This design comes from an exercise in tuning for small area, a short achievable clock period and few clock cycles per item on the open sky130 flow, not from production work.
Function was checked by simulation only, so behaviour that the tests miss may differ from the original.

`flow/run.sh`:
```
#!/bin/bash
# synth_recipe.tcl (not shown) runs the flow's synth.tcl, then flattens the netlist and writes it again
# the make line also repeats each setting of config.mk as NAME=value (left out here)
make -C /OpenROAD-flow-scripts/flow DESIGN_CONFIG=/design/flow/config.mk WORK_HOME=/design/flow/orfs CLKGATE_MAP_FILE= SYNTH_SCRIPT=/design/flow/synth_recipe.tcl finish
```
`flow/config.mk`:
```
export PLATFORM = sky130hd
export DESIGN_NAME = geofence
export DESIGN_NICKNAME = geofence
export VERILOG_FILES = /design/flow/design.v
export SDC_FILE = /design/flow/constraint.sdc
export NUM_CORES = 4
export LEC_CHECK = 0
export ABC_AREA = 1
export CAP_MARGIN = 20
export CORE_MARGIN = 2
export CORE_UTILIZATION = 70
export CTS_CLUSTER_DIAMETER = 90
export CTS_CLUSTER_SIZE = 26
export PLACE_DENSITY = 0.85
export SETUP_SLACK_MARGIN = 4.8
export SLEW_MARGIN = 20
export SYNTH_HIERARCHICAL = 1
export SYNTH_MINIMUM_KEEP_SIZE = 0
```
`flow/constraint.sdc`:
```
create_clock -name core_clock -period 8.0 [get_ports {clk}]
set_input_delay 1.6000 -clock core_clock [delete_from_list [all_inputs] [get_ports {clk}]]
set_output_delay 1.6000 -clock core_clock [all_outputs]
set_load 0.01 [all_outputs]
```
`flow/design.v`:
```
`timescale 1ns/10ps
module geofence (clk,reset,X,Y,valid,is_inside);
input           clk;
input           reset;
input   [9:0]   X;
input   [9:0]   Y;
output          valid;
output          is_inside;
reg  [4:0]  cnt;
reg         ph0, ph2, in_vtx, st7, st9;
reg         valid_r;
reg  [9:0]  ox, oy;
reg  signed [10:0] rx [0:6];
reg  signed [10:0] ry [0:6];
reg         nzr;               
reg         rg [0:6];          
reg         rl [0:6];          
reg  [2:0]  rk [0:6];
reg         pl [1:6][0:5];     
reg         pe [1:6][0:5];     
reg  signed [10:0] sx, sy, hx, hy;
reg         bxp, bxn, byp, byn;    
reg         pr;                
integer i, j, k;
function automatic [10:0] sub10(input [9:0] a, input [9:0] b);
    reg [9:0] g, p, nb;
    integer q, d;
    begin
        nb = ~b;
        g = a & nb;
        p = a | nb;
        for (d = 1; d < 10; d = d * 2)
            for (q = 9; q >= d; q = q - 1) begin
                g[q] = g[q] | (p[q] & g[q-d]);
                p[q] = p[q] & p[q-d];
            end
        sub10 = {~(g[9] | p[9]), (a ^ nb) ^ {g[8:0] | p[8:0], 1'b1}};
    end
endfunction
function automatic [1:0] cmp11(input [10:0] a, input [10:0] b);
    reg [10:0] ua, ub, g, p;
    integer q, d;
    begin
        ua = {~a[10], a[9:0]};
        ub = {~b[10], b[9:0]};
        g = ub & ~ua;
        p = ub | ~ua;
        for (d = 1; d < 11; d = d * 2)
            for (q = 10; q >= d; q = q - 1) begin
                g[q] = g[q] | (p[q] & g[q-d]);
                p[q] = p[q] & p[q-d];
            end
        cmp11 = {g[10], g[10] | p[10]};
    end
endfunction
wire signed [10:0] nx = sub10(X, ox);
wire signed [10:0] ny = sub10(Y, oy);
always @(posedge clk) begin
    if (ph0) begin
        ox <= X;
        oy <= Y;
    end
    if (in_vtx) begin
        rx[0] <= nx;
        ry[0] <= ny;
        nzr <= (X == 10'd0);
    end else begin
        rx[0] <= rx[6];
        ry[0] <= ry[6];
    end
    for (i = 1; i < 7; i = i + 1) begin
        rx[i] <= rx[i-1];
        ry[i] <= ry[i-1];
    end
end
reg first;
always @(posedge clk) begin
    if (in_vtx) begin
        bxp <= (bxp || first) && !nx[10];
        bxn <= (bxn || first) && (nx[10] || X == ox);
        byp <= (byp || first) && !ny[10];
        byn <= (byn || first) && (ny[10] || Y == oy);
    end
end
reg  [1:0] cx [1:6];
reg  [1:0] cy [1:6];
reg        newl, ng;
reg        gn [0:6];           
always @(*) begin
    newl = ph2;
    ng = 1'b0;
    for (k = 1; k < 7; k = k + 1) begin
        cx[k] = cmp11(rx[0], rx[k]);
        cy[k] = cmp11(ry[k], ry[0]);
        newl = newl | (rl[k] & cx[k][1]);
        ng = ng | (rl[k] & !cy[k][0]);
    end
    gn[0] = !newl && ng && !nzr;
    for (k = 1; k < 7; k = k + 1)
        gn[k] = newl ? cy[k][1] : rg[k];
end
always @(posedge clk) begin
    for (k = 1; k < 7; k = k + 1) begin
        pl[1][k-1] <= cx[k][1];
        pe[1][k-1] <= cx[k][0];
    end
    for (i = 2; i < 7; i = i + 1)
        for (k = 0; k < 6; k = k + 1) begin
            pl[i][k] <= pl[i-1][k];
            pe[i][k] <= pe[i-1][k];
        end
    rl[0] <= 1'b0;
    rl[1] <= newl;
    rg[0] <= gn[6];
    for (i = 1; i < 7; i = i + 1) begin
        rg[i] <= gn[i-1];
        if (i > 1) rl[i] <= rl[i-1] & !newl;
    end
end
reg        g [0:6];
reg        lt [0:6][0:6];    
reg  [2:0] rank [0:6];
reg        smax;
reg        sel0 [0:6];       
always @(*) begin
    for (i = 0; i < 7; i = i + 1)
        g[i] = rg[(7-i)%7];
    for (i = 0; i < 7; i = i + 1)
        for (j = 0; j < 7; j = j + 1) lt[i][j] = 1'b0;
    for (i = 0; i < 7; i = i + 1)
        for (j = i + 1; j < 7; j = j + 1) begin
            if (!g[i] && !g[j])     lt[i][j] = !pl[7-j][j-1-i];
            else if (g[i] && g[j])  lt[i][j] = pe[7-j][j-1-i];
            else                    lt[i][j] = g[i];
            lt[j][i] = !lt[i][j];
        end
    for (j = 0; j < 7; j = j + 1) begin
        rank[j] = 3'd0;
        for (i = 0; i < 7; i = i + 1)
            rank[j] = rank[j] + {2'b0, lt[i][j]};
    end
    smax = 1'b1;
    for (j = 0; j < 7; j = j + 1)
        if (j != 1) smax = smax & !lt[1][j];
    for (j = 0; j < 7; j = j + 1) begin
        sel0[j] = (j == 1) ? 1'b0 : smax ? 1'b1 : lt[1][j];
        for (k = 0; k < 7; k = k + 1)
            if (k != j && j != 1) begin
                if (smax) sel0[j] = sel0[j] & !lt[k][j];
                else if (k != 1) sel0[j] = sel0[j] & !(lt[1][k] & lt[k][j]);
            end
    end
end
always @(posedge clk) begin
    if (st9) begin
        for (i = 0; i < 7; i = i + 1)
            rk[(8-i)%7] <= rank[i];
    end else begin
        rk[0] <= rk[6];
        for (i = 1; i < 7; i = i + 1)
            rk[i] <= rk[i-1];
    end
end
reg [2:0] tgt;
reg       sel [0:6];
reg signed [10:0] nsx, nsy;
always @(*) begin
    tgt = (rk[6] == 3'd6) ? 3'd0 : rk[6] + 3'd1;
    for (i = 0; i < 7; i = i + 1)
        sel[i] = st9 ? sel0[(7-i)%7] : (rk[i] == tgt);
    nsx = 11'sd0;
    nsy = 11'sd0;
    for (i = 0; i < 7; i = i + 1)
        if (sel[i]) begin
            nsx = nsx | rx[i];
            nsy = nsy | ry[i];
        end
end
wire [10:0] a1 = sx, b1 = hy, a2 = sy, b2 = hx;
wire [80:0] mid;
reg  [80:0] midr;
wire [21:0] ca, cb;
wire p1 = ~(a1[0] & b1[0]);
wire p2 = ~(a1[0] & b1[1]);
wire p3 = ~(a1[0] & b1[2]);
wire p4 = ~(a1[0] & b1[3]);
wire p5 = ~(a1[0] & b1[4]);
wire p6 = ~(a1[0] & b1[5]);
wire p7 = ~(a1[0] & b1[6]);
wire p8 = ~(a1[0] & b1[7]);
wire p9 = ~(a1[0] & b1[8]);
wire p10 = ~(a1[0] & b1[9]);
wire p11 = ~(a1[0] & b1[10]);
wire p12 = ~(a1[1] & b1[0]);
wire p13 = ~(a1[1] & b1[1]);
wire p14 = ~(a1[1] & b1[2]);
wire p15 = ~(a1[1] & b1[3]);
wire p16 = ~(a1[1] & b1[4]);
wire p17 = ~(a1[1] & b1[5]);
wire p18 = ~(a1[1] & b1[6]);
wire p19 = ~(a1[1] & b1[7]);
wire p20 = ~(a1[1] & b1[8]);
wire p21 = ~(a1[1] & b1[9]);
wire p22 = ~(a1[1] & b1[10]);
wire p23 = ~(a1[2] & b1[0]);
wire p24 = ~(a1[2] & b1[1]);
wire p25 = ~(a1[2] & b1[2]);
wire p26 = ~(a1[2] & b1[3]);
wire p27 = ~(a1[2] & b1[4]);
wire p28 = ~(a1[2] & b1[5]);
wire p29 = ~(a1[2] & b1[6]);
wire p30 = ~(a1[2] & b1[7]);
wire p31 = ~(a1[2] & b1[8]);
wire p32 = ~(a1[2] & b1[9]);
wire p33 = ~(a1[2] & b1[10]);
wire p34 = ~(a1[3] & b1[0]);
wire p35 = ~(a1[3] & b1[1]);
wire p36 = ~(a1[3] & b1[2]);
wire p37 = ~(a1[3] & b1[3]);
wire p38 = ~(a1[3] & b1[4]);
wire p39 = ~(a1[3] & b1[5]);
wire p40 = ~(a1[3] & b1[6]);
wire p41 = ~(a1[3] & b1[7]);
wire p42 = ~(a1[3] & b1[8]);
wire p43 = ~(a1[3] & b1[9]);
wire p44 = ~(a1[3] & b1[10]);
wire p45 = ~(a1[4] & b1[0]);
wire p46 = ~(a1[4] & b1[1]);
wire p47 = ~(a1[4] & b1[2]);
wire p48 = ~(a1[4] & b1[3]);
wire p49 = ~(a1[4] & b1[4]);
wire p50 = ~(a1[4] & b1[5]);
wire p51 = ~(a1[4] & b1[6]);
wire p52 = ~(a1[4] & b1[7]);
wire p53 = ~(a1[4] & b1[8]);
wire p54 = ~(a1[4] & b1[9]);
wire p55 = ~(a1[4] & b1[10]);
wire p56 = ~(a1[5] & b1[0]);
wire p57 = ~(a1[5] & b1[1]);
wire p58 = ~(a1[5] & b1[2]);
wire p59 = ~(a1[5] & b1[3]);
wire p60 = ~(a1[5] & b1[4]);
wire p61 = ~(a1[5] & b1[5]);
wire p62 = ~(a1[5] & b1[6]);
wire p63 = ~(a1[5] & b1[7]);
wire p64 = ~(a1[5] & b1[8]);
wire p65 = ~(a1[5] & b1[9]);
wire p66 = ~(a1[5] & b1[10]);
wire p67 = ~(a1[6] & b1[0]);
wire p68 = ~(a1[6] & b1[1]);
wire p69 = ~(a1[6] & b1[2]);
wire p70 = ~(a1[6] & b1[3]);
wire p71 = ~(a1[6] & b1[4]);
wire p72 = ~(a1[6] & b1[5]);
wire p73 = ~(a1[6] & b1[6]);
wire p74 = ~(a1[6] & b1[7]);
wire p75 = ~(a1[6] & b1[8]);
wire p76 = ~(a1[6] & b1[9]);
wire p77 = ~(a1[6] & b1[10]);
wire p78 = ~(a1[7] & b1[0]);
wire p79 = ~(a1[7] & b1[1]);
wire p80 = ~(a1[7] & b1[2]);
wire p81 = ~(a1[7] & b1[3]);
wire p82 = ~(a1[7] & b1[4]);
wire p83 = ~(a1[7] & b1[5]);
wire p84 = ~(a1[7] & b1[6]);
wire p85 = ~(a1[7] & b1[7]);
wire p86 = ~(a1[7] & b1[8]);
wire p87 = ~(a1[7] & b1[9]);
wire p88 = ~(a1[7] & b1[10]);
wire p89 = ~(a1[8] & b1[0]);
wire p90 = ~(a1[8] & b1[1]);
wire p91 = ~(a1[8] & b1[2]);
wire p92 = ~(a1[8] & b1[3]);
wire p93 = ~(a1[8] & b1[4]);
wire p94 = ~(a1[8] & b1[5]);
wire p95 = ~(a1[8] & b1[6]);
wire p96 = ~(a1[8] & b1[7]);
wire p97 = ~(a1[8] & b1[8]);
wire p98 = ~(a1[8] & b1[9]);
wire p99 = ~(a1[8] & b1[10]);
wire p100 = ~(a1[9] & b1[0]);
wire p101 = ~(a1[9] & b1[1]);
wire p102 = ~(a1[9] & b1[2]);
wire p103 = ~(a1[9] & b1[3]);
wire p104 = ~(a1[9] & b1[4]);
wire p105 = ~(a1[9] & b1[5]);
wire p106 = ~(a1[9] & b1[6]);
wire p107 = ~(a1[9] & b1[7]);
wire p108 = ~(a1[9] & b1[8]);
wire p109 = ~(a1[9] & b1[9]);
wire p110 = ~(a1[9] & b1[10]);
wire p111 = ~(a1[10] & b1[0]);
wire p112 = ~(a1[10] & b1[1]);
wire p113 = ~(a1[10] & b1[2]);
wire p114 = ~(a1[10] & b1[3]);
wire p115 = ~(a1[10] & b1[4]);
wire p116 = ~(a1[10] & b1[5]);
wire p117 = ~(a1[10] & b1[6]);
wire p118 = ~(a1[10] & b1[7]);
wire p119 = ~(a1[10] & b1[8]);
wire p120 = ~(a1[10] & b1[9]);
wire p121 = ~(a1[10] & b1[10]);
wire p122 = ~(a2[0] & b2[0]);
wire p123 = ~(a2[0] & b2[1]);
wire p124 = ~(a2[0] & b2[2]);
wire p125 = ~(a2[0] & b2[3]);
wire p126 = ~(a2[0] & b2[4]);
wire p127 = ~(a2[0] & b2[5]);
wire p128 = ~(a2[0] & b2[6]);
wire p129 = ~(a2[0] & b2[7]);
wire p130 = ~(a2[0] & b2[8]);
wire p131 = ~(a2[0] & b2[9]);
wire p132 = ~(a2[0] & b2[10]);
wire p133 = ~(a2[1] & b2[0]);
wire p134 = ~(a2[1] & b2[1]);
wire p135 = ~(a2[1] & b2[2]);
wire p136 = ~(a2[1] & b2[3]);
wire p137 = ~(a2[1] & b2[4]);
wire p138 = ~(a2[1] & b2[5]);
wire p139 = ~(a2[1] & b2[6]);
wire p140 = ~(a2[1] & b2[7]);
wire p141 = ~(a2[1] & b2[8]);
wire p142 = ~(a2[1] & b2[9]);
wire p143 = ~(a2[1] & b2[10]);
wire p144 = ~(a2[2] & b2[0]);
wire p145 = ~(a2[2] & b2[1]);
wire p146 = ~(a2[2] & b2[2]);
wire p147 = ~(a2[2] & b2[3]);
wire p148 = ~(a2[2] & b2[4]);
wire p149 = ~(a2[2] & b2[5]);
wire p150 = ~(a2[2] & b2[6]);
wire p151 = ~(a2[2] & b2[7]);
wire p152 = ~(a2[2] & b2[8]);
wire p153 = ~(a2[2] & b2[9]);
wire p154 = ~(a2[2] & b2[10]);
wire p155 = ~(a2[3] & b2[0]);
wire p156 = ~(a2[3] & b2[1]);
wire p157 = ~(a2[3] & b2[2]);
wire p158 = ~(a2[3] & b2[3]);
wire p159 = ~(a2[3] & b2[4]);
wire p160 = ~(a2[3] & b2[5]);
wire p161 = ~(a2[3] & b2[6]);
wire p162 = ~(a2[3] & b2[7]);
wire p163 = ~(a2[3] & b2[8]);
wire p164 = ~(a2[3] & b2[9]);
wire p165 = ~(a2[3] & b2[10]);
wire p166 = ~(a2[4] & b2[0]);
wire p167 = ~(a2[4] & b2[1]);
wire p168 = ~(a2[4] & b2[2]);
wire p169 = ~(a2[4] & b2[3]);
wire p170 = ~(a2[4] & b2[4]);
wire p171 = ~(a2[4] & b2[5]);
wire p172 = ~(a2[4] & b2[6]);
wire p173 = ~(a2[4] & b2[7]);
wire p174 = ~(a2[4] & b2[8]);
wire p175 = ~(a2[4] & b2[9]);
wire p176 = ~(a2[4] & b2[10]);
wire p177 = ~(a2[5] & b2[0]);
wire p178 = ~(a2[5] & b2[1]);
wire p179 = ~(a2[5] & b2[2]);
wire p180 = ~(a2[5] & b2[3]);
wire p181 = ~(a2[5] & b2[4]);
wire p182 = ~(a2[5] & b2[5]);
wire p183 = ~(a2[5] & b2[6]);
wire p184 = ~(a2[5] & b2[7]);
wire p185 = ~(a2[5] & b2[8]);
wire p186 = ~(a2[5] & b2[9]);
wire p187 = ~(a2[5] & b2[10]);
wire p188 = ~(a2[6] & b2[0]);
wire p189 = ~(a2[6] & b2[1]);
wire p190 = ~(a2[6] & b2[2]);
wire p191 = ~(a2[6] & b2[3]);
wire p192 = ~(a2[6] & b2[4]);
wire p193 = ~(a2[6] & b2[5]);
wire p194 = ~(a2[6] & b2[6]);
wire p195 = ~(a2[6] & b2[7]);
wire p196 = ~(a2[6] & b2[8]);
wire p197 = ~(a2[6] & b2[9]);
wire p198 = ~(a2[6] & b2[10]);
wire p199 = ~(a2[7] & b2[0]);
wire p200 = ~(a2[7] & b2[1]);
wire p201 = ~(a2[7] & b2[2]);
wire p202 = ~(a2[7] & b2[3]);
wire p203 = ~(a2[7] & b2[4]);
wire p204 = ~(a2[7] & b2[5]);
wire p205 = ~(a2[7] & b2[6]);
wire p206 = ~(a2[7] & b2[7]);
wire p207 = ~(a2[7] & b2[8]);
wire p208 = ~(a2[7] & b2[9]);
wire p209 = ~(a2[7] & b2[10]);
wire p210 = ~(a2[8] & b2[0]);
wire p211 = ~(a2[8] & b2[1]);
wire p212 = ~(a2[8] & b2[2]);
wire p213 = ~(a2[8] & b2[3]);
wire p214 = ~(a2[8] & b2[4]);
wire p215 = ~(a2[8] & b2[5]);
wire p216 = ~(a2[8] & b2[6]);
wire p217 = ~(a2[8] & b2[7]);
wire p218 = ~(a2[8] & b2[8]);
wire p219 = ~(a2[8] & b2[9]);
wire p220 = ~(a2[8] & b2[10]);
wire p221 = ~(a2[9] & b2[0]);
wire p222 = ~(a2[9] & b2[1]);
wire p223 = ~(a2[9] & b2[2]);
wire p224 = ~(a2[9] & b2[3]);
wire p225 = ~(a2[9] & b2[4]);
wire p226 = ~(a2[9] & b2[5]);
wire p227 = ~(a2[9] & b2[6]);
wire p228 = ~(a2[9] & b2[7]);
wire p229 = ~(a2[9] & b2[8]);
wire p230 = ~(a2[9] & b2[9]);
wire p231 = ~(a2[9] & b2[10]);
wire p232 = ~(a2[10] & b2[0]);
wire p233 = ~(a2[10] & b2[1]);
wire p234 = ~(a2[10] & b2[2]);
wire p235 = ~(a2[10] & b2[3]);
wire p236 = ~(a2[10] & b2[4]);
wire p237 = ~(a2[10] & b2[5]);
wire p238 = ~(a2[10] & b2[6]);
wire p239 = ~(a2[10] & b2[7]);
wire p240 = ~(a2[10] & b2[8]);
wire p241 = ~(a2[10] & b2[9]);
wire p242 = ~(a2[10] & b2[10]);
wire s243 = p131 ^ p141;
wire c244 = p131 | p141;
wire s245 = p11 ^ p111;
wire c246 = p11 | p111;
wire s247, c248;
fadd us247 (.a(p21), .b(p31), .c(p41), .s(s247), .co(c248));
wire s249 = p142 ^ p152;
wire c250 = p142 & p152;
wire s251 = p22 ^ p112;
wire c252 = p22 | p112;
wire s253, c254;
fadd us253 (.a(p32), .b(p42), .c(p52), .s(s253), .co(c254));
wire s255 = p153 ^ p163;
wire c256 = p153 & p163;
wire s257, c258;
fadd us257 (.a(p43), .b(p53), .c(p63), .s(s257), .co(c258));
wire s259 = p128 ^ p138;
wire c260 = p128 | p138;
wire s261 = p129 ^ p139;
wire c262 = p129 | p139;
wire s263, c264;
fadd us263 (.a(p8), .b(p18), .c(p28), .s(s263), .co(c264));
wire s265 = p149 ^ p159;
wire c266 = p149 & p159;
wire s267 = p130 ^ p140;
wire c268 = p130 | p140;
wire s269, c270;
fadd us269 (.a(p9), .b(p19), .c(p29), .s(s269), .co(c270));
wire s271, c272;
fadd us271 (.a(p39), .b(p49), .c(p59), .s(s271), .co(c272));
wire s273, c274;
fadd us273 (.a(p69), .b(p79), .c(p89), .s(s273), .co(c274));
wire s275 = p150 ^ p160;
wire c276 = p150 & p160;
wire s277, c278;
fadd us277 (.a(p10), .b(p20), .c(p30), .s(s277), .co(c278));
wire s279, c280;
fadd us279 (.a(p40), .b(p50), .c(p60), .s(s279), .co(c280));
wire s281, c282;
fadd us281 (.a(p70), .b(p80), .c(p90), .s(s281), .co(c282));
wire s283, c284;
fadd us283 (.a(p151), .b(p161), .c(p171), .s(s283), .co(c284));
wire s285, c286;
fadd us285 (.a(p181), .b(p191), .c(p201), .s(s285), .co(c286));
wire s287 = p211 ^ p221;
wire c288 = p211 & p221;
wire s289, c290;
fadd us289 (.a(p51), .b(p61), .c(p71), .s(s289), .co(c290));
wire s291, c292;
fadd us291 (.a(p81), .b(p91), .c(p101), .s(s291), .co(c292));
wire s293, c294;
fadd us293 (.a(p132), .b(p232), .c(s245), .s(s293), .co(c294));
wire s295, c296;
fadd us295 (.a(p162), .b(p172), .c(p182), .s(s295), .co(c296));
wire s297, c298;
fadd us297 (.a(p192), .b(p202), .c(p212), .s(s297), .co(c298));
wire s299, c300;
fadd us299 (.a(p222), .b(c244), .c(s249), .s(s299), .co(c300));
wire s301, c302;
fadd us301 (.a(p62), .b(p72), .c(p82), .s(s301), .co(c302));
wire s303, c304;
fadd us303 (.a(p92), .b(p102), .c(p143), .s(s303), .co(c304));
wire s305, c306;
fadd us305 (.a(p233), .b(c248), .c(s251), .s(s305), .co(c306));
wire s307, c308;
fadd us307 (.a(p173), .b(p183), .c(p193), .s(s307), .co(c308));
wire s309, c310;
fadd us309 (.a(p203), .b(p213), .c(p223), .s(s309), .co(c310));
wire s311, c312;
fadd us311 (.a(c246), .b(c250), .c(s255), .s(s311), .co(c312));
wire s313, c314;
fadd us313 (.a(p73), .b(p83), .c(p93), .s(s313), .co(c314));
wire s315, c316;
fadd us315 (.a(p103), .b(p154), .c(p234), .s(s315), .co(c316));
wire s317, c318;
fadd us317 (.a(p33), .b(p113), .c(p164), .s(s317), .co(c318));
wire s319, c320;
fadd us319 (.a(p174), .b(p184), .c(p194), .s(s319), .co(c320));
wire s321, c322;
fadd us321 (.a(p204), .b(p214), .c(p224), .s(s321), .co(c322));
wire i323 = ~c254;
wire s324, c325;
fadd us324 (.a(c252), .b(c256), .c(i323), .s(s324), .co(c325));
wire s326, c327;
fadd us326 (.a(p54), .b(p64), .c(p74), .s(s326), .co(c327));
wire s328, c329;
fadd us328 (.a(p84), .b(p94), .c(p104), .s(s328), .co(c329));
wire s330, c331;
fadd us330 (.a(p165), .b(p235), .c(c258), .s(s330), .co(c331));
wire s332, c333;
fadd us332 (.a(p44), .b(p114), .c(p175), .s(s332), .co(c333));
wire s334, c335;
fadd us334 (.a(p185), .b(p195), .c(p205), .s(s334), .co(c335));
wire s336, c337;
fadd us336 (.a(p65), .b(p75), .c(p85), .s(s336), .co(c337));
wire s338, c339;
fadd us338 (.a(p95), .b(p105), .c(p176), .s(s338), .co(c339));
wire s340, c341;
fadd us340 (.a(p55), .b(p115), .c(p186), .s(s340), .co(c341));
wire s342, c343;
fadd us342 (.a(p76), .b(p86), .c(p96), .s(s342), .co(c343));
wire s344 = p126 ^ p136;
wire c345 = p126 | p136;
wire s346 = p127 ^ p137;
wire c347 = p127 | p137;
wire s348, c349;
fadd us348 (.a(p6), .b(p16), .c(p26), .s(s348), .co(c349));
wire s350 = p147 ^ p157;
wire c351 = p147 & p157;
wire s352, c353;
fadd us352 (.a(p7), .b(p17), .c(p27), .s(s352), .co(c353));
wire s354, c355;
fadd us354 (.a(p37), .b(p47), .c(p57), .s(s354), .co(c355));
wire s356, c357;
fadd us356 (.a(p148), .b(p158), .c(p168), .s(s356), .co(c357));
wire s358 = p178 ^ p188;
wire c359 = p178 & p188;
wire s360, c361;
fadd us360 (.a(p38), .b(p48), .c(p58), .s(s360), .co(c361));
wire s362, c363;
fadd us362 (.a(p68), .b(p78), .c(s261), .s(s362), .co(c363));
wire s364, c365;
fadd us364 (.a(p169), .b(p179), .c(p189), .s(s364), .co(c365));
wire s366, c367;
fadd us366 (.a(p199), .b(c260), .c(s265), .s(s366), .co(c367));
wire s368, c369;
fadd us368 (.a(c264), .b(s267), .c(s269), .s(s368), .co(c369));
wire s370, c371;
fadd us370 (.a(p170), .b(p180), .c(p190), .s(s370), .co(c371));
wire s372, c373;
fadd us372 (.a(p200), .b(p210), .c(c262), .s(s372), .co(c373));
wire i374 = ~s271;
wire s375, c376;
fadd us375 (.a(c266), .b(s275), .c(i374), .s(s375), .co(c376));
wire s377, c378;
fadd us377 (.a(p100), .b(s243), .c(c270), .s(s377), .co(c378));
wire s379, c380;
fadd us379 (.a(c272), .b(c274), .c(s277), .s(s379), .co(c380));
wire s381, c382;
fadd us381 (.a(c268), .b(c276), .c(s283), .s(s381), .co(c382));
wire i383 = ~s279;
wire s384, c385;
fadd us384 (.a(s285), .b(s287), .c(i383), .s(s384), .co(c385));
wire s386, c387;
fadd us386 (.a(s247), .b(c278), .c(c280), .s(s386), .co(c387));
wire s388, c389;
fadd us388 (.a(c282), .b(s289), .c(s291), .s(s388), .co(c389));
wire s390, c391;
fadd us390 (.a(c284), .b(c286), .c(c288), .s(s390), .co(c391));
wire s392, c393;
fadd us392 (.a(s295), .b(s297), .c(s299), .s(s392), .co(c393));
wire s394, c395;
fadd us394 (.a(s253), .b(c290), .c(c292), .s(s394), .co(c395));
wire s396, c397;
fadd us396 (.a(c294), .b(s301), .c(s303), .s(s396), .co(c397));
wire s398, c399;
fadd us398 (.a(c296), .b(c298), .c(c300), .s(s398), .co(c399));
wire s400, c401;
fadd us400 (.a(s307), .b(s309), .c(s311), .s(s400), .co(c401));
wire s402, c403;
fadd us402 (.a(s257), .b(c302), .c(c304), .s(s402), .co(c403));
wire s404, c405;
fadd us404 (.a(c306), .b(s313), .c(s315), .s(s404), .co(c405));
wire s406, c407;
fadd us406 (.a(c308), .b(c310), .c(c312), .s(s406), .co(c407));
wire s408, c409;
fadd us408 (.a(s317), .b(s319), .c(s321), .s(s408), .co(c409));
wire s410, c411;
fadd us410 (.a(c314), .b(c316), .c(s326), .s(s410), .co(c411));
wire s412, c413;
fadd us412 (.a(p215), .b(p225), .c(c318), .s(s412), .co(c413));
wire s414, c415;
fadd us414 (.a(c320), .b(c322), .c(c325), .s(s414), .co(c415));
wire i416 = ~s328;
wire s417, c418;
fadd us417 (.a(s332), .b(s334), .c(i416), .s(s417), .co(c418));
wire s419, c420;
fadd us419 (.a(p236), .b(c327), .c(c329), .s(s419), .co(c420));
wire s421, c422;
fadd us421 (.a(c331), .b(s336), .c(s338), .s(s421), .co(c422));
wire s423, c424;
fadd us423 (.a(p196), .b(p206), .c(p216), .s(s423), .co(c424));
wire s425, c426;
fadd us425 (.a(p226), .b(c333), .c(c335), .s(s425), .co(c426));
wire s427, c428;
fadd us427 (.a(p106), .b(p187), .c(p237), .s(s427), .co(c428));
wire s429, c430;
fadd us429 (.a(c337), .b(c339), .c(s342), .s(s429), .co(c430));
wire s431, c432;
fadd us431 (.a(p66), .b(p116), .c(p197), .s(s431), .co(c432));
wire s433, c434;
fadd us433 (.a(p207), .b(p217), .c(p227), .s(s433), .co(c434));
wire s435, c436;
fadd us435 (.a(p87), .b(p97), .c(p107), .s(s435), .co(c436));
wire s437, c438;
fadd us437 (.a(p198), .b(p238), .c(c343), .s(s437), .co(c438));
wire s439, c440;
fadd us439 (.a(p77), .b(p117), .c(p208), .s(s439), .co(c440));
wire s441, c442;
fadd us441 (.a(p98), .b(p108), .c(p209), .s(s441), .co(c442));
wire s443 = p124 ^ p134;
wire c444 = p124 & p134;
wire s445 = p125 ^ p135;
wire c446 = p125 | p135;
wire s447, c448;
fadd us447 (.a(p4), .b(p14), .c(p24), .s(s447), .co(c448));
wire s449, c450;
fadd us449 (.a(p5), .b(p15), .c(p25), .s(s449), .co(c450));
wire s451, c452;
fadd us451 (.a(p35), .b(p45), .c(s344), .s(s451), .co(c452));
wire s453 = p146 ^ p156;
wire c454 = p146 & p156;
wire s455, c456;
fadd us455 (.a(p36), .b(p46), .c(p56), .s(s455), .co(c456));
wire s457, c458;
fadd us457 (.a(p167), .b(p177), .c(c345), .s(s457), .co(c458));
wire i459 = ~s350;
wire s460, c461;
fadd us460 (.a(i459), .b(s346), .c(s348), .s(s460), .co(c461));
wire s462, c463;
fadd us462 (.a(p67), .b(s259), .c(c349), .s(s462), .co(c463));
wire s464, c465;
fadd us464 (.a(c347), .b(c351), .c(s356), .s(s464), .co(c465));
wire i466 = ~s358;
wire s467, c468;
fadd us467 (.a(i466), .b(s352), .c(s354), .s(s467), .co(c468));
wire s469, c470;
fadd us469 (.a(s263), .b(c353), .c(c355), .s(s469), .co(c470));
wire s471, c472;
fadd us471 (.a(c357), .b(c359), .c(s364), .s(s471), .co(c472));
wire i473 = ~s366;
wire s474, c475;
fadd us474 (.a(i473), .b(s360), .c(s362), .s(s474), .co(c475));
wire s476, c477;
fadd us476 (.a(s273), .b(c361), .c(c363), .s(s476), .co(c477));
wire s478, c479;
fadd us478 (.a(c365), .b(c367), .c(s370), .s(s478), .co(c479));
wire i480 = ~s368;
wire s481, c482;
fadd us481 (.a(s372), .b(s375), .c(i480), .s(s481), .co(c482));
wire s483, c484;
fadd us483 (.a(s281), .b(c369), .c(s377), .s(s483), .co(c484));
wire s485, c486;
fadd us485 (.a(c371), .b(c373), .c(c376), .s(s485), .co(c486));
wire i487 = ~s379;
wire s488, c489;
fadd us488 (.a(s381), .b(s384), .c(i487), .s(s488), .co(c489));
wire s490, c491;
fadd us490 (.a(s293), .b(c378), .c(c380), .s(s490), .co(c491));
wire s492, c493;
fadd us492 (.a(c382), .b(c385), .c(s390), .s(s492), .co(c493));
wire i494 = ~s392;
wire s495, c496;
fadd us495 (.a(i494), .b(s386), .c(s388), .s(s495), .co(c496));
wire s497, c498;
fadd us497 (.a(s305), .b(c387), .c(c389), .s(s497), .co(c498));
wire s499, c500;
fadd us499 (.a(c391), .b(c393), .c(s398), .s(s499), .co(c500));
wire i501 = ~s400;
wire s502, c503;
fadd us502 (.a(i501), .b(s394), .c(s396), .s(s502), .co(c503));
wire s504, c505;
fadd us504 (.a(c395), .b(c397), .c(s402), .s(s504), .co(c505));
wire s506, c507;
fadd us506 (.a(s324), .b(c399), .c(c401), .s(s506), .co(c507));
wire i508 = ~s404;
wire s509, c510;
fadd us509 (.a(s406), .b(s408), .c(i508), .s(s509), .co(c510));
wire s511, c512;
fadd us511 (.a(s330), .b(c403), .c(c405), .s(s511), .co(c512));
wire s513, c514;
fadd us513 (.a(c407), .b(c409), .c(s412), .s(s513), .co(c514));
wire i515 = ~s410;
wire s516, c517;
fadd us516 (.a(s414), .b(s417), .c(i515), .s(s516), .co(c517));
wire s518, c519;
fadd us518 (.a(c411), .b(s419), .c(s421), .s(s518), .co(c519));
wire s520, c521;
fadd us520 (.a(s340), .b(c413), .c(c415), .s(s520), .co(c521));
wire s522, c523;
fadd us522 (.a(c418), .b(s423), .c(s425), .s(s522), .co(c523));
wire s524, c525;
fadd us524 (.a(c420), .b(c422), .c(s427), .s(s524), .co(c525));
wire s526, c527;
fadd us526 (.a(c341), .b(c424), .c(c426), .s(s526), .co(c527));
wire i528 = ~s429;
wire s529, c530;
fadd us529 (.a(s431), .b(s433), .c(i528), .s(s529), .co(c530));
wire s531, c532;
fadd us531 (.a(c428), .b(c430), .c(s435), .s(s531), .co(c532));
wire s533, c534;
fadd us533 (.a(p218), .b(p228), .c(c432), .s(s533), .co(c534));
wire i535 = ~s437;
wire s536, c537;
fadd us536 (.a(c434), .b(s439), .c(i535), .s(s536), .co(c537));
wire s538, c539;
fadd us538 (.a(p239), .b(c436), .c(c438), .s(s538), .co(c539));
wire s540, c541;
fadd us540 (.a(p88), .b(p118), .c(p219), .s(s540), .co(c541));
wire i542 = ~s441;
wire s543, c544;
fadd us543 (.a(p229), .b(c440), .c(i542), .s(s543), .co(c544));
wire s545, c546;
fadd us545 (.a(p109), .b(p220), .c(p240), .s(s545), .co(c546));
wire s547, c548;
fadd us547 (.a(p99), .b(p119), .c(p230), .s(s547), .co(c548));
wire s549 = p123 ^ p133;
wire c550 = p123 & p133;
wire s551 = p144 ^ s443;
wire c552 = p144 | s443;
wire s553 = p3 ^ p13;
wire c554 = ~p3 & ~p13;
wire s555, c556;
fadd us555 (.a(p34), .b(s445), .c(s447), .s(s555), .co(c556));
wire s557, c558;
fadd us557 (.a(p145), .b(p155), .c(c444), .s(s557), .co(c558));
wire s559, c560;
fadd us559 (.a(c448), .b(s449), .c(s451), .s(s559), .co(c560));
wire s561, c562;
fadd us561 (.a(p166), .b(c446), .c(s453), .s(s561), .co(c562));
wire s563, c564;
fadd us563 (.a(c450), .b(c452), .c(s455), .s(s563), .co(c564));
wire i565 = ~s460;
wire s566, c567;
fadd us566 (.a(c454), .b(s457), .c(i565), .s(s566), .co(c567));
wire s568, c569;
fadd us568 (.a(c456), .b(c461), .c(s462), .s(s568), .co(c569));
wire i570 = ~s467;
wire s571, c572;
fadd us571 (.a(c458), .b(s464), .c(i570), .s(s571), .co(c572));
wire s573, c574;
fadd us573 (.a(c463), .b(c468), .c(s469), .s(s573), .co(c574));
wire i575 = ~s474;
wire s576, c577;
fadd us576 (.a(c465), .b(s471), .c(i575), .s(s576), .co(c577));
wire s578, c579;
fadd us578 (.a(c470), .b(c475), .c(s476), .s(s578), .co(c579));
wire s580, c581;
fadd us580 (.a(c472), .b(s478), .c(s481), .s(s580), .co(c581));
wire s582, c583;
fadd us582 (.a(c479), .b(c482), .c(s485), .s(s582), .co(c583));
wire i584 = ~s488;
wire s585, c586;
fadd us585 (.a(i584), .b(c477), .c(s483), .s(s585), .co(c586));
wire s587, c588;
fadd us587 (.a(c484), .b(s490), .c(s495), .s(s587), .co(c588));
wire s589, c590;
fadd us589 (.a(c486), .b(c489), .c(s492), .s(s589), .co(c590));
wire s591, c592;
fadd us591 (.a(c491), .b(c496), .c(s497), .s(s591), .co(c592));
wire i593 = ~s502;
wire s594, c595;
fadd us594 (.a(c493), .b(s499), .c(i593), .s(s594), .co(c595));
wire s596, c597;
fadd us596 (.a(c498), .b(c503), .c(s504), .s(s596), .co(c597));
wire s598, c599;
fadd us598 (.a(c500), .b(s506), .c(s509), .s(s598), .co(c599));
wire s600, c601;
fadd us600 (.a(c507), .b(c510), .c(s513), .s(s600), .co(c601));
wire i602 = ~s516;
wire s603, c604;
fadd us603 (.a(i602), .b(c505), .c(s511), .s(s603), .co(c604));
wire s605, c606;
fadd us605 (.a(c514), .b(c517), .c(s520), .s(s605), .co(c606));
wire i607 = ~s522;
wire s608, c609;
fadd us608 (.a(i607), .b(c512), .c(s518), .s(s608), .co(c609));
wire s610, c611;
fadd us610 (.a(c521), .b(c523), .c(s526), .s(s610), .co(c611));
wire i612 = ~s529;
wire s613, c614;
fadd us613 (.a(i612), .b(c519), .c(s524), .s(s613), .co(c614));
wire s615, c616;
fadd us615 (.a(c527), .b(c530), .c(s533), .s(s615), .co(c616));
wire i617 = ~s536;
wire s618, c619;
fadd us618 (.a(i617), .b(c525), .c(s531), .s(s618), .co(c619));
wire s620, c621;
fadd us620 (.a(c534), .b(c537), .c(s540), .s(s620), .co(c621));
wire i622 = ~s543;
wire s623, c624;
fadd us623 (.a(i622), .b(c532), .c(s538), .s(s623), .co(c624));
wire s625, c626;
fadd us625 (.a(c442), .b(c539), .c(s545), .s(s625), .co(c626));
wire s627, c628;
fadd us627 (.a(c541), .b(c544), .c(s547), .s(s627), .co(c628));
wire s629, c630;
fadd us629 (.a(p231), .b(p241), .c(c546), .s(s629), .co(c630));
wire s631, c632;
fadd us631 (.a(p110), .b(p120), .c(c548), .s(s631), .co(c632));
assign mid = {c632, c630, p121, p242, s631, s629, c628, c626, s627, s625, c624, c621, s623, s620, c619, c616, s618, s615, c614, c611, s613, s610, c609, c606, s608, s605, c604, c601, s603, s600, c599, c597, s598, s596, c595, c592, s594, s591, c590, c588, s589, s587, c586, c583, s585, s582, c581, c579, s580, s578, c577, c574, s576, s573, c572, c569, s571, s568, c567, c564, s566, s563, c562, c560, s561, s559, c558, c556, s557, s555, c554, c552, s553, s551, c550, p23, s549, p12, p2, p1, p122};
wire s633 = midr[4] ^ midr[2];
wire c634 = midr[4] & ~midr[2];
wire i635 = ~midr[5];
wire s636 = midr[6] ^ midr[8] ^ i635;
wire c637 = (midr[6] & midr[8]) | (i635 & (midr[6] ^ midr[8]));
wire s638 = midr[9] ^ midr[10] ^ midr[12];
wire c639 = (midr[9] & midr[10]) | (midr[12] & (midr[9] ^ midr[10]));
wire i640 = ~midr[13];
wire s641 = midr[14] ^ midr[16] ^ i640;
wire c642 = (midr[14] & midr[16]) | (i640 & (midr[14] ^ midr[16]));
wire i643 = ~midr[17];
wire s644 = midr[18] ^ midr[20] ^ i643;
wire c645 = (midr[18] & midr[20]) | (i643 & (midr[18] ^ midr[20]));
wire i646 = ~midr[21];
wire s647 = midr[22] ^ midr[24] ^ i646;
wire c648 = (midr[22] & midr[24]) | (i646 & (midr[22] ^ midr[24]));
wire i649 = ~midr[25];
wire s650 = midr[26] ^ midr[28] ^ i649;
wire c651 = (midr[26] & midr[28]) | (i649 & (midr[26] ^ midr[28]));
wire i652 = ~midr[29];
wire s653 = midr[30] ^ midr[32] ^ i652;
wire c654 = (midr[30] & midr[32]) | (i652 & (midr[30] ^ midr[32]));
wire i655 = ~midr[33];
wire s656 = midr[34] ^ midr[35] ^ i655;
wire c657 = (midr[34] & midr[35]) | (i655 & (midr[34] ^ midr[35]));
wire i658 = ~midr[38];
wire s659 = midr[37] ^ midr[40] ^ i658;
wire c660 = (midr[37] & midr[40]) | (i658 & (midr[37] ^ midr[40]));
wire i661 = ~midr[41];
wire s662 = midr[42] ^ midr[44] ^ i661;
wire c663 = (midr[42] & midr[44]) | (i661 & (midr[42] ^ midr[44]));
wire i664 = ~midr[45];
wire s665 = midr[46] ^ midr[48] ^ i664;
wire c666 = (midr[46] & midr[48]) | (i664 & (midr[46] ^ midr[48]));
wire i667 = ~midr[49];
wire s668 = midr[50] ^ midr[51] ^ i667;
wire c669 = (midr[50] & midr[51]) | (i667 & (midr[50] ^ midr[51]));
wire i670 = ~midr[54];
wire s671 = midr[53] ^ midr[55] ^ i670;
wire c672 = (midr[53] & midr[55]) | (i670 & (midr[53] ^ midr[55]));
wire i673 = ~midr[58];
wire s674 = midr[57] ^ midr[59] ^ i673;
wire c675 = (midr[57] & midr[59]) | (i673 & (midr[57] ^ midr[59]));
wire i676 = ~midr[62];
wire s677 = midr[61] ^ midr[63] ^ i676;
wire c678 = (midr[61] & midr[63]) | (i676 & (midr[61] ^ midr[63]));
wire i679 = ~midr[66];
wire s680 = midr[65] ^ midr[67] ^ i679;
wire c681 = (midr[65] & midr[67]) | (i679 & (midr[65] ^ midr[67]));
wire i682 = ~midr[70];
wire s683 = midr[69] ^ midr[72] ^ i682;
wire c684 = (midr[69] & midr[72]) | (i682 & (midr[69] ^ midr[72]));
wire i685 = ~midr[73];
wire s686 = midr[74] ^ midr[76] ^ i685;
wire c687 = (midr[74] & midr[76]) | (i685 & (midr[74] ^ midr[76]));
wire i688 = ~midr[78];
wire s689 = midr[77] ^ midr[80] ^ i688;
wire c690 = (midr[77] & midr[80]) | (i688 & (midr[77] ^ midr[80]));
wire s691 = midr[3] ^ s633;
wire c692 = ~midr[3] & ~s633;
wire i693 = ~midr[7];
wire s694, c695;
fadd us694 (.a(c634), .b(s636), .c(i693), .s(s694), .co(c695));
wire i696 = ~midr[11];
wire s697, c698;
fadd us697 (.a(c637), .b(s638), .c(i696), .s(s697), .co(c698));
wire i699 = ~midr[15];
wire s700, c701;
fadd us700 (.a(c639), .b(s641), .c(i699), .s(s700), .co(c701));
wire i702 = ~midr[19];
wire s703, c704;
fadd us703 (.a(c642), .b(s644), .c(i702), .s(s703), .co(c704));
wire i705 = ~midr[23];
wire s706, c707;
fadd us706 (.a(c645), .b(s647), .c(i705), .s(s706), .co(c707));
wire i708 = ~midr[27];
wire s709, c710;
fadd us709 (.a(c648), .b(s650), .c(i708), .s(s709), .co(c710));
wire i711 = ~midr[31];
wire s712, c713;
fadd us712 (.a(c651), .b(s653), .c(i711), .s(s712), .co(c713));
wire i714 = ~midr[36];
wire s715, c716;
fadd us715 (.a(c654), .b(s656), .c(i714), .s(s715), .co(c716));
wire i717 = ~midr[39];
wire s718, c719;
fadd us718 (.a(c657), .b(s659), .c(i717), .s(s718), .co(c719));
wire i720 = ~midr[43];
wire s721, c722;
fadd us721 (.a(c660), .b(s662), .c(i720), .s(s721), .co(c722));
wire i723 = ~midr[47];
wire s724, c725;
fadd us724 (.a(c663), .b(s665), .c(i723), .s(s724), .co(c725));
wire i726 = ~midr[52];
wire s727, c728;
fadd us727 (.a(c666), .b(s668), .c(i726), .s(s727), .co(c728));
wire i729 = ~midr[56];
wire s730, c731;
fadd us730 (.a(c669), .b(s671), .c(i729), .s(s730), .co(c731));
wire i732 = ~midr[60];
wire s733, c734;
fadd us733 (.a(c672), .b(s674), .c(i732), .s(s733), .co(c734));
wire i735 = ~midr[64];
wire s736, c737;
fadd us736 (.a(c675), .b(s677), .c(i735), .s(s736), .co(c737));
wire i738 = ~midr[68];
wire s739, c740;
fadd us739 (.a(c678), .b(s680), .c(i738), .s(s739), .co(c740));
wire i741 = ~midr[71];
wire s742, c743;
fadd us742 (.a(c681), .b(s683), .c(i741), .s(s742), .co(c743));
wire i744 = ~midr[75];
wire s745, c746;
fadd us745 (.a(c684), .b(s686), .c(i744), .s(s745), .co(c746));
wire i747 = ~midr[79];
wire s748, c749;
fadd us748 (.a(c687), .b(s689), .c(i747), .s(s748), .co(c749));
assign ca = {c690, c746, c743, c740, c737, c734, c731, c728, c725, c722, c719, c716, c713, c710, c707, c704, c701, c698, c695, c692, s691, midr[0]};
assign cb = {c749, s748, s745, s742, s739, s736, s733, s730, s727, s724, s721, s718, s715, s712, s709, s706, s703, s700, s697, s694, 1'b1, ~midr[1]};
always @(posedge clk) begin
    sx <= nsx;
    sy <= nsy;
    hx <= rx[6];
    hy <= ry[6];
    midr <= mid;
end
reg  [20:0] tg, tp;
integer q, d;
always @(*) begin
    tg = ca[20:0] & cb[20:0];
    tp = ca[20:0] | cb[20:0];
    for (d = 1; d < 16; d = d * 2)
        for (q = 2 * d - 1; q < 21; q = q + 2 * d) begin
            tg[q] = tg[q] | (tp[q] & tg[q-d]);
            tp[q] = tp[q] & tp[q-d];
        end
end
wire c20 = tg[19] | (tp[19] & tg[15]);
wire c21 = tg[20] | (tp[20] & c20);
wire pass = !(ca[21] ^ cb[21] ^ c21);
wire boxout = (bxp && !nx[10]) || (bxn && (nx[10] || X == ox)) ||
              (byp && !ny[10]) || (byn && (ny[10] || Y == oy));
wire [4:0] cnt_n = valid_r ? 5'd0 : cnt + 5'd1;
wire chk_n  = cnt_n >= 5'd12 && cnt_n <= 5'd18;
wire last_n = cnt_n == 5'd18;
always @(posedge clk) begin
    pr <= pass && !st7;
    if (reset) begin
        cnt <= 5'd0;
        valid_r <= 1'b0;
        ph0 <= 1'b1;
        first <= 1'b0;
        ph2 <= 1'b0;
        in_vtx <= 1'b0;
        st7 <= 1'b0;
        st9 <= 1'b0;
    end else begin
        cnt <= cnt_n;
        valid_r <= last_n || (chk_n && !pass) || (st7 && boxout);
        ph0 <= cnt_n == 5'd0;
        first <= cnt_n == 5'd1;
        ph2 <= cnt_n == 5'd2;
        in_vtx <= cnt_n >= 5'd1 && cnt_n <= 5'd7;
        st7 <= cnt_n == 5'd7;
        st9 <= cnt_n == 5'd9;
    end
end
assign valid = valid_r;
assign is_inside = pr;
endmodule
module fadd (a, b, c, s, co);
input  a, b, c;
output s, co;
assign s = a ^ b ^ c;
assign co = (a & b) | (c & (a ^ b));
endmodule
```
==> run_results.csv, run 1 <==
group,metric,value,unit
cells_and_area,syn2layout_area_growth,5.97,%
global_routing,grt_pass1_vias,17387,
cells_and_area,fill_cells,2256,
clock_tree,cts_max_level,1,
worst_setup_path,critPathSlowestCell,"clkdlybuf4s50_1",
global_routing,grt_pass1_wl,87500,µm
cells_and_area,num_antenna_cells,0,
drt,avgRoutedWirePerCell,18.4,µm
global_routing,busiest_layer,"met2",
global_routing,antenna_found_initial,0,
synth,ys_types,47,
timing,slew_violations,0,
synth,yosys_warnings,22,
synth,syn-cell-area,22100,µm²
floorplanning,die_h,182,µm
worst_setup_path,regToRegSetupSlack,4860,ps
global_routing,grt_usage,33.4,%
floorplanning,placementRows,65,
flow_run,maxCapViolations,0,
synth,yosysMostFrequentCell,"nand2_1",
drt,ant_nets,0,
synth,synthAdderAreaFrac,24.3,%
drt,drc,0,
timing,final.period_utilization,39.4,%
worst_setup_path,cp_num_cells,1,
drt,vias,17641,
synth,synthArstFlopShare,0,%
synth,synth_mux_area_share,0,%
clock_tree,clk_pin_slew_worst_paths,100,ps
clock_tree,cts_tree,"yes",
worst_setup_path,crit_arrival,1550,ps
clock_tree,cts_sinks,393,
outcome,status,"no timing/DRC/antenna violations",
worst_setup_path,path_cells,"clkdlybuf4s50_1",
synth,ys_ff_latch,393,
drt,drt-initial-drc-count,1955,
worst_setup_path,reg2reg_from,"sy[6]",
drt,routed_wl,56000,µm
worst_setup_path,timing.critical_path.to,"valid",
placed_design,placed_cells,2987,
clock_tree,numCtsBuffers,19,
cells_and_area,layout.nets,2951,
cells_and_area,fin_util,74.8,%
timing,hold_viol_final,0,
floorplanning,num_io_pins,24,
worst_setup_path,cp_max_fo,5,
min_path,worstHoldPathCells,0,
worst_setup_path,worstReg2RegEnd,"midr[52]",
worst_setup_path,crit_buf_inv,1,
synth,synth_simple_gate_area_share,20.6,%
global_routing,met2_usage,56.1,%
synth,synth_top_family_by_area,"adder cells",
synth,synth_area_leaders,"dfxtp_1 33%, fa_1 20%, nand2_1 12%, inv_1 7.0%, ha_1 4.4%",
cells_and_area,fin_cells,3041,
timing,worstMarginPinSlew,990,ps
synth,avgSynthCellArea,8.35,µm²
floorplanning,dieArea,33000,µm²
timing,finalSetupTns,0,ps
worst_setup_path,critPathKind,"register to output pin",
worst_setup_path,rr_worst_depth,6,
global_routing,use_met1,42.9,%
clock_tree,clock-root-buffer,"clkbuf_16",
drt,post_drt_via_cell_ratio,5.80,
floorplanning,initial_core_util,70.6,%
synth,synthTopCellsByCount,"713 x nand2_1, 410 x inv_1, 368 x dfxtp_1",
timing,layout_min_cycle_time,3150,ps
worst_setup_path,end_kind,"output pin",
synth,synth_edf_count,25,
timing,maxSlewHeadroom,33.3,%
worst_setup_path,start_kind,"register",
clock_tree,clockBufferDepth,3,
synth,syn_nets,2969,
worst_setup_path,crit_family,"buffers and inverters",
synth,synth_compound_area_share,8.06,%
timing,skew,16.6,ps
synth,yosysSeqAreaShare,36.7,%
timing,finalSetupViolCount,0,
placed_design,gp_congestion,0.992,
global_routing,grt_max_degree,44,
drt,dr.pass1.iters,8,
worst_setup_path,startpoint,"valid_r",
clock_tree,cts_hold_buf,0,
cells_and_area,drive_gt1_share,6.59,%
synth,synth_top_cell_area_share,33.3,%
clock_tree,insertion_delay,550,ps
synth,synth_flop_cell,"dfxtp_1",
global_routing,use_met3,5.40,%
timing,fmax,0.318,GHz
floorplanning,dieWidth,182,µm
worst_setup_path,critPathMaxStageDelay,570,ps
timing,grt_setup_unrepaired,"false",
worst_setup_path,required,6400,ps
synth,synth_top_area_cell,"dfxtp_1",
placed_design,dp_hpwl,40500,µm
global_routing,grt-ovfl-total,0,
floorplanning,core-area,31300,µm²
min_path,hp-class,"register to register",
synth,synthXorXnorAreaFrac,1.07,%
synth,netlist_instances,2649,
placed_design,portBuffers,23,
[per-layer routing]
layer	vias up	routed length (µm)
met5	-	0
met4	0	2830
met3	236	5170
met2	974	26300
met1	8296	21600
li1	8135	-
[per-module statistics from Yosys, one instance, submodules excluded]
module,flip-flops and latches,area (µm²)
geofence,393,18500
fadd,0,20.0
[logic make-up after synthesis]
family | Yosys count
simple gates | 1102
buf+inv | 510
flops | 393
compound gates | 319
fa+ha+maj | 298
xor+xnor | 27
[stage by stage]
stage	hold WS [ps]	setup slack [ps]	instance area [µm²]
2_1_floorplan	324	4870	22100
3_3_place_gp	330	4190	22400
3_5_place_dp	336	4180	22400
4_1_cts	350	4790	23000
5_1_grt	363	4760	23400
6_report	352	4850	23400
[worst min-delay path by stage]
stage,from,slack (ps),endpoint
2_1_floorplan,pl[19],320,pl[25]
4_1_cts,pl[3],350,pl[9]
6_report,ry[3][1],350,ry[4][1]
5_1_grt,rx[2][7],360,rx[3][7]
3_3_place_gp,pl[19],330,pl[25]
3_5_place_dp,pl[4],340,pl[10]
[repair_timing]
item,CTS,global route
gates cloned,0,3
setup buffers,0,22
setup endpoints to repair,47,59
pin swaps,0,9
gates resized for setup,31,78
[state kept, by name, indices dropped and copies added, names as in the netlist, 11 cells and up]
name	cells
hx	11
hy	11
midr	81
pe	21
pl	21
rk	21
rx	77
ry	77
sx	11
sy	11
[area by class of cell]
cell class | instances | area, µm² | share of cell area (%)
Multi-Input combinational cell | 1749 | 12200 | 51.9
Sequential cell | 393 | 8190 | 35.0
Inverter | 418 | 1570 | 6.71
Tap cell | 402 | 503 | 2.15
Clock buffer | 24 | 494 | 2.11
Timing Repair Buffer | 50 | 443 | 1.89
Clock inverter | 5 | 63.8 | 0.272
[cells in the final DEF, fill, tap and decap left out, drive strengths merged, types with 2 or more instances in the layout]
| master | Yosys | final |
|---|---|---|
| o21ai | 143 | 143 |
| nand2 | 720 | 720 |
| o211ai | 15 | 15 |
| a21oi | 86 | 86 |
| or2 | 14 | 14 |
| nor3 | 18 | 18 |
| edfxtp | 25 | 25 |
| nand4 | 13 | 13 |
| nand3b | 6 | 6 |
| ha | 78 | 78 |
| a211oi | 11 | 11 |
| o21bai | 7 | 7 |
| xnor2 | 4 | 4 |
| dfxtp | 368 | 368 |
| nand3 | 120 | 123 |
| o21a | 4 | 4 |
| nor2 | 200 | 200 |
| clkdlybuf4s50 | 0 | 18 |
| inv | 418 | 420 |
| a31oi | 6 | 6 |
| dlymetal6s2s | 0 | 5 |
| fa | 220 | 220 |
| nor4 | 4 | 4 |
| clkbuf | 65 | 24 |
| o31ai | 4 | 4 |
| buf | 27 | 27 |
| a31o | 3 | 3 |
| nor3b | 7 | 7 |
| o22ai | 33 | 33 |
| a21boi | 4 | 4 |
| clkinv | 0 | 2 |
| xor2 | 23 | 23 |
Testbench counts, summed over its fixed seeds: cycles 32,845, items 2,400.
==> inputs of run 2 (changes only) <==
--- a/flow/config.mk
+++ b/flow/config.mk
@@ -12,5 +12,5 @@
 export CTS_CLUSTER_DIAMETER = 90
 export CTS_CLUSTER_SIZE = 26
-export PLACE_DENSITY = 0.85
+export PLACE_DENSITY = 0.9
 export SETUP_SLACK_MARGIN = 4.8
 export SLEW_MARGIN = 20
==> run 2 against run 1 <==
Still clean; die area stayed put; wire length decreased by 0.44%; clock-buffer cell count fell by 2; via count rose by 0.52%; critical path type is now input port to register; largest cell class unchanged.
==> run_results.csv, run 2 <==
group,metric,value,unit
global_routing,grt_max_degree,44,
clock_tree,clockBufferDepth,3,
cells_and_area,largest_register,"midr",
timing,layout_min_cycle_time,3230,ps
timing,finalSetupTns,0,ps
timing,worstMarginPinSlew,954,ps
synth,avgSynthCellArea,8.35,µm²
timing,skew,19.7,ps
timing,fmax,0.310,GHz
synth,netlist_instances,2649,
worst_setup_path,rr_worst_depth,7,
drt,routed_wl,55700,µm
floorplanning,num_io_pins,24,
global_routing,grt_pass1_wl,88100,µm
clock_tree,clk_pin_slew_worst_paths,110,ps
timing,slew_violations,0,
placed_design,portBuffers,23,
timing,grt_setup_unrepaired,"true",
cells_and_area,multiInputGateArea,12200,µm²
cells_and_area,final_common_cell,"nand2_1",
placed_design,dp_hpwl,40500,µm
drt,avgRoutedWirePerCell,18.4,µm
floorplanning,placementRows,65,
floorplanning,dieWidth,182,µm
drt,vias,17732,
synth,syn-cell-area,22100,µm²
clock_tree,cts_max_level,1,
timing,maxSlewHeadroom,35.7,%
worst_setup_path,cp_max_fo,4,
worst_setup_path,critPathKind,"input port to register",
timing,hold_viol_final,0,
clock_tree,numCtsBuffers,19,
outcome,status,"no timing/DRC/antenna violations",
clock_tree,clock-root-buffer,"clkbuf_16",
min_path,hp-class,"register to register",
timing,setup_slack,4770,ps
cells_and_area,top_regs,"midr: 81 flops, rx: 77 flops, ry: 77 flops",
cells_and_area,num_antenna_cells,0,
synth,synth_top_area_cell,"dfxtp_1",
synth,syn_nets,2969,
worst_setup_path,start_kind,"input port",
timing,final.period_utilization,40.4,%
global_routing,grt-ovfl-total,0,
floorplanning,initial_core_util,70.6,%
clock_tree,cts_tree,"yes",
synth,synthTopCellsByCount,"713 x nand2_1, 410 x inv_1, 368 x dfxtp_1",
synth,yosysSeqAreaShare,36.7,%
worst_setup_path,worstReg2RegEnd,"midr[44]",
worst_setup_path,required,8410,ps
cells_and_area,layout.nets,2939,
cells_and_area,drive_gt1_share,6.33,%
drt,post_drt_via_cell_ratio,5.86,
synth,yosysMostFrequentCell,"nand2_1",
clock_tree,insertion_delay,540,ps
worst_setup_path,crit_arrival,3640,ps
drt,drc,0,
placed_design,post-place-ws,4130,ps
global_routing,grt_usage,33.7,%
floorplanning,core-area,31300,µm²
worst_setup_path,end_kind,"register",
synth,synth_edf_count,25,
worst_setup_path,startpoint,"Y[7]",
cells_and_area,fill_cells,2146,
synth,synth_flop_cell,"dfxtp_1",
worst_setup_path,timing.critical_path.to,"valid_r",
floorplanning,die_h,182,µm
timing,finalSetupViolCount,0,
cells_and_area,regArea,8190,µm²
synth,synth_top_cell_area_share,33.3,%
floorplanning,dieArea,33000,µm²
cells_and_area,design_area,23300,µm²
drt,drt-initial-drc-count,2323,
flow_run,maxCapViolations,0,
global_routing,antenna_found_initial,0,
synth,ys_types,47,
worst_setup_path,regToRegSetupSlack,4850,ps
worst_setup_path,reg2reg_from,"sy[8]",
placed_design,gp_congestion,0.973,
drt,dr.pass1.iters,6,
drt,ant_nets,0,
synth,yosys_warnings,22,
synth,synthArstFlopShare,0,%
cells_and_area,fin_util,74.5,%
cells_and_area,syn2layout_area_growth,5.44,%
global_routing,grt_pass1_vias,17766,
clock_tree,cts_hold_buf,0,
synth,ys_ff_latch,393,
clock_tree,cts_sinks,393,
placed_design,dpl_cell_area,22400,µm²
cells_and_area,layout_common_cells,"709 x nand2_1, 405 x inv_1, 329 x dfxtp_1",
synth,synth_area_leaders,"dfxtp_1 33%, fa_1 20%, nand2_1 12%, inv_1 7.0%, ha_1 4.4%",
cells_and_area,largest_reg_flops,81,
[run 2: cell count changes in the layout (fill, tap and decap cells not counted), sizes merged]
cell,before,now
dlymetal6s2s,5,6
nand3,123,121
buf,27,17
clkdlybuf4s50,18,17
clkbuf,24,22
bufinv,1,0
[run 2: final cells by class]
type                            count  share of cell area, %
Timing Repair Buffer               40                   1.60
Tap cell                          402                   2.16
Multi-Input combinational cell   1747                   52.1
Clock inverter                      4                  0.166
Sequential cell                   393                   35.1
Inverter                          418                   6.74
Clock buffer                       22                   2.09
[run 2: Yosys stat by module, one instance, submodules excluded]
module	cells inside	flip-flops and latches	times used	cell area, µm²
fadd	1	0	180	20.0
geofence	2469	393	1	18500
[run 2: routing by layer]
layer  track usage, %  up-vias  part of all wire (%)
li1                 -     8107                     -
met1             42.5     8359                    38
met2             55.7     1021                    47
met3             5.80      245                   9.1
met4             18.3        0                   6.0
met5                0        -                     0
[run 2: per-stage QoR]
| step | hold WS [ps] | std cells |
|---|---|---|
| after floorplan | 324 | 2649 |
| after global routing | 356 | 3026 |
| final | 347 | 3026 |
| after detailed placement | 335 | 2986 |
| after CTS | 342 | 3014 |
| after global placement | 331 | 2986 |
[run 2: kinds of logic after synthesis]
kind of cell    Yosys count  share of synthesized area, %
xor+xnor                 27                          1.07
simple gates           1102                          20.6
compound gates          319                          8.06
buf+inv                 510                          9.27
fa+ha+maj               298                          24.3
flops                   393                          36.7
[run 2: how the worst min path moves through the flow]
stage | from | end | slack, ps | cells past startpoint
2_1_floorplan | pl[19] | pl[25] | 320 | 0
3_3_place_gp | pe[12] | pe[18] | 330 | 0
3_5_place_dp | pe[12] | pe[18] | 330 | 0
4_1_cts | pe[12] | pe[18] | 340 | 0
5_1_grt | ry[2][10] | ry[3][10] | 360 | 0
6_report | ry[2][10] | ry[3][10] | 350 | 0
[run 2: worst max-delay path, stage by stage]
cell	delay, ps
clkdlybuf4s50_1	460
inv_1	140
ha_4	180
o21ai_0	120
a21oi_1	230
nand4_1	190
buf_4	200
nand2_1	60
nand2_1	50
inv_1	70
nand3_2	120
a21oi_2	150
a21oi_1	60
[run 2: repair_timing]
action | 4_1_cts | 5_1_grt
endpoints found under the setup margin | 52 | 61
setup buffers | 2 | 11
gates cloned | 0 | 1
pin swaps | 1 | 11
resized for setup | 25 | 86
endpoints found under the hold margin | 0 | 0
==> inputs of run 3 (changes only) <==
--- a/flow/config.mk
+++ b/flow/config.mk
@@ -12,6 +12,6 @@
 export CTS_CLUSTER_DIAMETER = 90
 export CTS_CLUSTER_SIZE = 26
-export PLACE_DENSITY = 0.9
-export SETUP_SLACK_MARGIN = 4.8
+export PLACE_DENSITY = 0.85
+export SETUP_SLACK_MARGIN = 5.0
 export SLEW_MARGIN = 20
 export SYNTH_HIERARCHICAL = 1
==> run 3 against run 2 <==
Core utilization up 2.1 points; maximum frequency increased by 6.5%; final cell count up 1.7%; critical path type is now register to register; critical endpoint is now sy[2].
==> run_results.csv, run 3 <==
group,metric,value,unit
clock_tree,insertion_delay,550,ps
timing,maxSlewHeadroom,42.0,%
cells_and_area,fin_cells,3076,
drt,routed_wl,57300,µm
drt,dr.pass1.iters,7,
outcome,status,"no timing/DRC/antenna violations",
global_routing,grt_usage,33.8,%
flow_run,maxCapViolations,0,
floorplanning,core-area,31300,µm²
synth,yosysSeqAreaShare,36.7,%
global_routing,grt-ovfl-total,0,
worst_setup_path,start_kind,"register",
timing,worstMarginPinSlew,869,ps
synth,synth_edf_count,25,
cells_and_area,syn2layout_area_growth,8.44,%
synth,ys_types,47,
cells_and_area,design_area,24000,µm²
timing,finalSetupTns,0,ps
timing,setup_slack,4970,ps
clock_tree,numCtsBuffers,19,
timing,slew_violations,0,
worst_setup_path,rr_worst_depth,14,
floorplanning,dieArea,33000,µm²
timing,final.period_utilization,37.9,%
synth,syn-cell-area,22100,µm²
clock_tree,cts_sinks,393,
synth,synth_area_leaders,"dfxtp_1 33%, fa_1 20%, nand2_1 12%, inv_1 7.0%, ha_1 4.4%",
timing,hold_viol_final,0,
clock_tree,cts_max_level,1,
synth,syn_nets,2969,
synth,synth_top_area_cell,"dfxtp_1",
min_path,worstHoldPathCells,0,
worst_setup_path,required,8460,ps
cells_and_area,fill_cells,2181,
global_routing,antenna_found_initial,0,
placed_design,dpl_cell_area,22400,µm²
placed_design,post-place-ws,4190,ps
min_path,hp-class,"register to register",
worst_setup_path,cp_max_fo,18,
timing,layout_min_cycle_time,3030,ps
global_routing,grt_pass1_vias,17756,
worst_setup_path,critPathKind,"register to register",
timing,finalSetupViolCount,0,
cells_and_area,layout.nets,2988,
synth,yosys_warnings,22,
floorplanning,placementRows,65,
placed_design,placed_cells,2987,
floorplanning,num_io_pins,24,
synth,synth_flop_cell,"dfxtp_1",
cells_and_area,largest_register,"midr",
synth,synthArstFlopShare,0,%
drt,drc,0,
synth,yosysMostFrequentCell,"nand2_1",
synth,ys_ff_latch,393,
drt,ant_nets,0,
clock_tree,clockBufferDepth,3,
placed_design,dp_hpwl,40300,µm
timing,grt_setup_unrepaired,"true",
worst_setup_path,end_kind,"register",
placed_design,gp_congestion,0.979,
global_routing,grt_pass1_wl,88600,µm
timing,skew,15.6,ps
synth,synthTopCellsByCount,"713 x nand2_1, 410 x inv_1, 368 x dfxtp_1",
clock_tree,cts_hold_buf,0,
cells_and_area,drive_gt1_share,10.6,%
cells_and_area,layout_common_cells,"692 x nand2_1, 393 x inv_1, 317 x dfxtp_1",
drt,post_drt_via_cell_ratio,5.81,
cells_and_area,final_common_cell,"nand2_1",
drt,avgRoutedWirePerCell,18.6,µm
floorplanning,dieWidth,182,µm
global_routing,grt_max_degree,44,
drt,drt-initial-drc-count,1972,
clock_tree,clock-root-buffer,"clkbuf_16",
clock_tree,clk_pin_slew_worst_paths,100,ps
cells_and_area,largest_reg_flops,81,
cells_and_area,num_antenna_cells,0,
timing,fmax,0.330,GHz
floorplanning,initial_core_util,70.6,%
placed_design,portBuffers,23,
synth,netlist_instances,2649,
drt,vias,17882,
cells_and_area,top_regs,"midr: 81 flops, rx: 77 flops, ry: 77 flops",
clock_tree,cts_tree,"yes",
floorplanning,die_h,182,µm
synth,avgSynthCellArea,8.35,µm²
synth,synth_top_cell_area_share,33.3,%
worst_setup_path,crit_arrival,3500,ps
[run 3: cell types whose count changed in the layout (fill, tap and decap cells not counted), moves of 10 or more]
cell and delta:
buf_4 +42, dfxtp_4 +19, nand2_1 -17, clkdlybuf4s50_1 -16
nand2_2 +16, dfxtp_1 -12, inv_1 -12, inv_2 +12
ha_1 -10
[run 3: modules after synthesis (local to each module, per instance)]
module,area [µm²],cells,times used,flip-flops and latches
geofence,18500,2469,1,393
fadd,20.0,1,180,0
[run 3: area by class of cell]
class	count	area, µm²	share of cell area (%)
multi-input cells	1747	12400	51.5
flip-flops and latches	393	8250	34.4
inverters	418	1570	6.55
repair buffers	89	776	3.23
well taps	402	503	2.10
clock buffers	23	490	2.05
clock inverters	4	36.3	0.151
[run 3: cell families after synthesis]
group | Yosys count | share of synthesized area, %
AND/OR/NAND/NOR | 1102 | 20.6
adder cells (fa/ha/maj) | 298 | 24.3
flip-flops | 393 | 36.7
buffers and inverters | 510 | 9.27
XOR/XNOR | 27 | 1.07
AO/OA/AOI/OAI | 319 | 8.06
[run 3: metal layers]
layer,GRT usage [%],vias to the layer above,routed length [µm]
li1,-,8195,-
met1,42.7,8357,21500
met2,57.6,1081,27100
met3,6.16,249,5770
met4,14.4,0,2940
met5,0,-,0
[run 3: path summary, 6_finish.rpt]
path	start	end	slack [ps]
worst max-delay path	rg[6]	sy[2]	4970
worst min register to register	pl[19]	pl[25]	340
worst max register to register	rg[6]	sy[2]	4970
worst min-delay path	pl[19]	pl[25]	340
[run 3: critical path: stages, from the launching register on]
cell,delay (ps)
dfxtp_2,460
inv_2,90
o21ai_1,220
o21ai_4,130
buf_4,160
ha_1,200
inv_1,90
nor2_4,50
nand3_4,200
a21oi_1,150
nor2_2,410
nand3_4,320
a21boi_0,260
nor2_1,80
nand2_1,120
[run 3: repair_timing]
item / 4_1_cts / 5_1_grt
pin swaps: 14 / 41
setup endpoints to repair: 73 / 65
endpoints found under the hold margin: 0 / 0
cloned: 0 / 1
resized for setup: 115 / 121
buffers inserted: 36 / 25
[run 3: per-stage QoR]
step	util, %	hold slack (ps)
global placement	71.6	328
finish	76.6	341
floorplan	-	324
CTS	74.9	344
global route	76.6	339
detailed placement	71.6	330

[what the ideal ports hide]
No port has a modelled driver above. Below, the same layouts with a new extraction and two added sets of constraints.
Step 1 assumes that a clkbuf_16 drives the clock port and a buf_2 every other input.
Step 2, shift: input delay + t, output delay - t, t = (earliest + latest rising clock arrival at the registers) / 2. This alone moves slack from input paths to output paths.
Slacks: ideal ports / drivers / drivers and shift; pairs: ideal ports / drivers.
| run | t, ns | slack for setup (ns) | worst hold slack (ns) | worst setup path after step 2 | cell pins on the clock port's net |
|---|---|---|---|---|---|
| run 1 | 0.593 | 4.851 / 4.796 / 4.353 | 0.352 / 0.352 / 0.352 | input to register | 1 |
| run 2 | 0.591 | 4.770 / 4.804 / 4.213 | 0.347 / 0.347 / 0.347 | input to register | 1 |
| run 3 | 0.591 | 4.967 / 4.967 / 4.560 | 0.341 / 0.341 / 0.341 | input to register | 1 |
After both steps setup and hold are still met in every run listed. The setup slack of run 2, which loses most, moves by +0.034 ns with the drivers and by -0.557 ns with both steps.
